Source: an optimization exercise on an open RTL-to-GDS flow (aim: small area and a short achievable clock period). Production flows keep margins and buffers that such runs may drop. At most, simulation tests tie the RTL to the original design; equivalence was not proved. Power and IR drop assume default switching activity.

run A:
==> flow/design.v (excerpt) <==
module residual_block (
    input clk,
    input rst,
    input start,
    output reg done,
    input  signed [127:0] input_tensor,
    input  [7:0]  conv1_weights_flat,
    input  [7:0]  conv1_bias_flat,
    input  [31:0] conv2_weights_flat,
    input  [7:0]  conv2_bias_flat,
    input  [7:0]  conv3_weights_flat,
    input  [7:0]  conv3_bias_flat,
    input  [7:0]  conv_shortcut_weights_flat,
    input  [7:0]  conv_shortcut_bias_flat,
    output reg signed [71:0] output_tensor
);
Size in the first run: about 280 flip-flops, about 290 I/O pins.
Settings: LEC_CHECK=0, CAP_MARGIN=20, CORE_MARGIN=2, CORE_UTILIZATION=40, SLEW_MARGIN=20, SYNTH_HIERARCHICAL=1; clock period 10.0 ns.
standard.sh (not shown) runs the stock make flow with config.mk's settings and CLKGATE_MAP_FILE= SYNTH_SCRIPT=/design/flow/synth_recipe.tcl, a recipe that flattens the netlist after the stock synthesis.
==> flow/flow/run.sh <==
#!/bin/bash
set -euo pipefail
export BUFFER_PORTS_ARGS="-buffer_cell sky130_fd_sc_hd__buf_1"
export SETUP_SLACK_MARGIN=6.7
bash standard.sh > standard_flow.log 2>&1
Here is what was changed in the inputs of run B compared with run A.
Settings: setting CTS_CLUSTER_SIZE to 24 for the first time; setting CTS_CLUSTER_DIAMETER to 150 for the first time; changing CORE_UTILIZATION from 40 to 65.
==> flow/flow/run.sh <==
#!/bin/bash
set -euo pipefail
export BUFFER_PORTS_ARGS="-buffer_cell sky130_fd_sc_hd__buf_1"
export SETUP_SLACK_MARGIN=6.7
export TNS_END_PERCENT=0
bash standard.sh > standard_flow.log 2>&1
Results
Run B ended with every stage complete and zero timing, DRC or antenna violations. Looking at number of CTS-inserted buffers, run B sits 15 lower than run A does. In the flow results for run B and run A, the total half-perimeter wirelength after legalization and detailed placement is smaller on run B. Sequential share of cell area: run B and run A compared, higher one is run B. Looking at run B and run A, the count of different cell masters after synthesis is a wash. | worst hold slack | run A vs run B | ≈ equal |. Higher layout cell share with drive strength beyond 1 goes to run A over run B. Of the two values seen for start point of the critical path, S2[10]$_DFF_P_ was produced by run A and S2[11]$_DFF_P_ by run B. Per the comparison of run B with run A, number of setup buffers added after CTS dropped 2, share of the clock period used by the worst path after layout climbed 0.22 points, flip-flop and latch area dropped about 0.5%, net total in the final layout dropped about 0.7%.
Here is what was changed in the inputs of run C compared with run B.
==> flow/flow/run.sh <==
#!/bin/bash
set -euo pipefail
export BUFFER_PORTS_ARGS="-buffer_cell sky130_fd_sc_hd__buf_1"
export SETUP_SLACK_MARGIN=6.85
export TNS_END_PERCENT=0
bash standard.sh > standard_flow.log 2>&1
[summary]
The slew of the pin with the lowest slew margin number comes out lower for run C vs run B.
Run B and run C ended up with nearly the same post-route cell area.
Run B and run C ended up with nearly the same power share of the clock group.
Relative to run B, the post-layout minimum cycle time of run C is higher by 0.068 ns.
Re quantity of I/O buffers inserted on ports: no difference whatsoever between run B and run C.
Taking run B as the reference, in run C met1 wire length now sits higher, detailed placement HPWL now sits higher, area growth from synthesis to layout now sits lower.

========
Setup of v6:
Another version of the RTL of residual_block (not shown whole).
For scale: roughly 1500 cells after synthesis, ~270 flip-flops, about 290 I/O pins.
==> flow/config.mk <==
export PLATFORM = sky130hd
export DESIGN_NAME = residual_block
export DESIGN_NICKNAME = residual_block
export VERILOG_FILES = /design/flow/design.v
export SDC_FILE = /design/flow/constraint.sdc
export NUM_CORES = 4
export LEC_CHECK = 0
export CAP_MARGIN = 20
export CORE_MARGIN = 2
export CORE_UTILIZATION = 40
export SLEW_MARGIN = 20
export SYNTH_HIERARCHICAL = 1
==> flow/constraint.sdc <==
create_clock -name core_clock -period 10.0 [get_ports {clk}]
set_input_delay 2.0000 -clock core_clock [delete_from_list [all_inputs] [get_ports {clk}]]
set_output_delay 2.0000 -clock core_clock [all_outputs]
set_load 0.01 [all_outputs]
==> flow/flow/run.sh <==
#!/bin/bash
set -euo pipefail
export BUFFER_PORTS_ARGS="-buffer_cell sky130_fd_sc_hd__buf_1"
bash standard.sh > standard_flow.log 2>&1
Inputs modified between v6 and v7:
==> flow/run.sh (new file) <==
#!/bin/bash
# synth_recipe.tcl (not shown) runs the flow's synth.tcl, then flattens the netlist and writes it again
# the make line also repeats each setting of config.mk as NAME=value (left out here)
make -C /OpenROAD-flow-scripts/flow DESIGN_CONFIG=/design/flow/config.mk WORK_HOME=/design/flow/orfs CLKGATE_MAP_FILE= SYNTH_SCRIPT=/design/flow/synth_recipe.tcl finish
removed: flow/flow/run.sh
removed: flow/standard.sh
==> summary.txt <==
v7 reached the final stage; the timing, DRC and antenna checks on its layout passed. v7 ends up with lower clock network power consumption than v6 does. Diff v6 -> v7: worst vdd rail ir drop picked up an extra 0.27 mV, sequential portion of the cell area lost 2.3 points, number of fill cells lost 123, power neither gained nor lost much, final HPWL from detailed placement picked up an extra 1.2 mm. Cmp v7 vs v6: clock network fraction of total power lower in v7.
No run of this note included a check of the RTL's function; only the layout flow was run.

========
RTL: one of the versions met above, not the one the previous note started from.
For scale: about 1500 cells after synthesis, about 280 flip-flops, roughly 0.018 mm^2 of cells after synthesis.
clock: 10.0 ns
lec_check: 0
cap_margin: 20
core_margin: 2
core_utilization: 65
cts_cluster_diameter: 150
cts_cluster_size: 24
slew_margin: 20
synth_hierarchical: 1
==> flow/flow/run.sh <==
#!/bin/bash
set -euo pipefail
export BUFFER_PORTS_ARGS="-buffer_cell sky130_fd_sc_hd__buf_1"
export SETUP_SLACK_MARGIN=6.7
export TNS_END_PERCENT=0
bash standard.sh > standard_flow.log 2>&1
Then changed:
--- a/flow/flow/run.sh
+++ b/flow/flow/run.sh
@@ -4 +4 @@
-export SETUP_SLACK_MARGIN=6.7
+export SETUP_SLACK_MARGIN=6.55
What happened: Die area does not change; routed wire length goes up by 0.51%; final area is about the same; power goes down by 1.0%; sequential share of layout area barely changes; core utilization is about the same; synthesized area does not change; worst hold slack improved by 0.020 ns; clock power came out lower by about 0.8%; final cell count stays flat.
Then changed:
--- a/flow/flow/run.sh
+++ b/flow/flow/run.sh
@@ -4 +4 @@
-export SETUP_SLACK_MARGIN=6.55
+export SETUP_SLACK_MARGIN=6.7
- CORE_UTILIZATION: 65 -> 40
- CTS_CLUSTER_DIAMETER: 150 -> 200
- CTS_CLUSTER_SIZE: 24 -> 30
The new run completed without violations.
Final area goes up by about 1.1%.
Combinational power goes down by about 2%.
Worst setup slack is better by 0.0074 ns.
Synthesized area stays the same.
Register-to-register slack is about the same.
Routed wire length goes up by about 2.5%.
First-iteration DRC count goes down by 5.9%.
Via count goes down by about 2.3%.
Utilization goes down by 27 points.
Die area goes up by 61%.
Then changed:
- CORE_UTILIZATION: 40 -> 65
- CTS_CLUSTER_DIAMETER: 200 -> 150
- CTS_CLUSTER_SIZE: 30 -> 24
- GPL_TIMING_DRIVEN: not set -> 1
- non-clock buffer count goes up by 3
- clock skew goes down by 0.0063 ns
- design area goes down by 0.94%
- global-route usage goes up by 11 points
- wire length goes down by 3.0%
- cell count goes down by 8.7%
- clock power goes up by 4.4%
- first-iteration DRC count goes up by 21%
- worst setup slack improved by 0.025 ns
- via count goes up by 2.0%
- sequential share of layout area goes up by 0.30 points

-- port drivers added, routing unchanged --
How much do the figures lean on ideal ports? The routed layouts below were timed once more, with nothing changed but the port constraints. Step 1, drivers: a clkbuf_16 drives clk and a buf_2 each remaining input, both assumed. Step 2 moves the port delays by t, midway between the first and last clock arrival at a register: inputs arrive t later, outputs are due t later. That takes back most of the time a late clock gives input paths. Three values: ideal ports, drivers, drivers and shift; two values: the first two.
run	t, ns	slack for setup (ns)	worst register clock-pin slew, ns	worst data-port slew with drivers (ns)
run A	0.611	6.635 / 6.635 / 6.321	0.06 / 0.06	0.07
run B	0.540	6.613 / 6.613 / 6.321	0.10 / 0.10	0.08
run C	0.541	6.545 / 6.545 / 6.324	0.10 / 0.10	0.07
v6	0.641	5.941 / 5.941 / 5.941	0.07 / 0.07	0.07
v7	0.614	5.914 / 5.914 / 5.914	0.07 / 0.07	0.07
the first run of note 3	0.540	6.613 / 6.613 / 6.321	0.10 / 0.10	0.08
the second run of note 3	0.540	6.581 / 6.581 / 6.312	0.10 / 0.10	0.07
the third run of note 3	0.550	6.589 / 6.589 / 6.347	0.12 / 0.12	0.07
the fourth run of note 3	0.540	6.613 / 6.613 / 6.321	0.10 / 0.10	0.08
After both steps every run listed still meets setup and hold. For run A, which loses most, drivers alone change the setup slack by 0.000 ns; drivers and shift together by -0.314 ns.
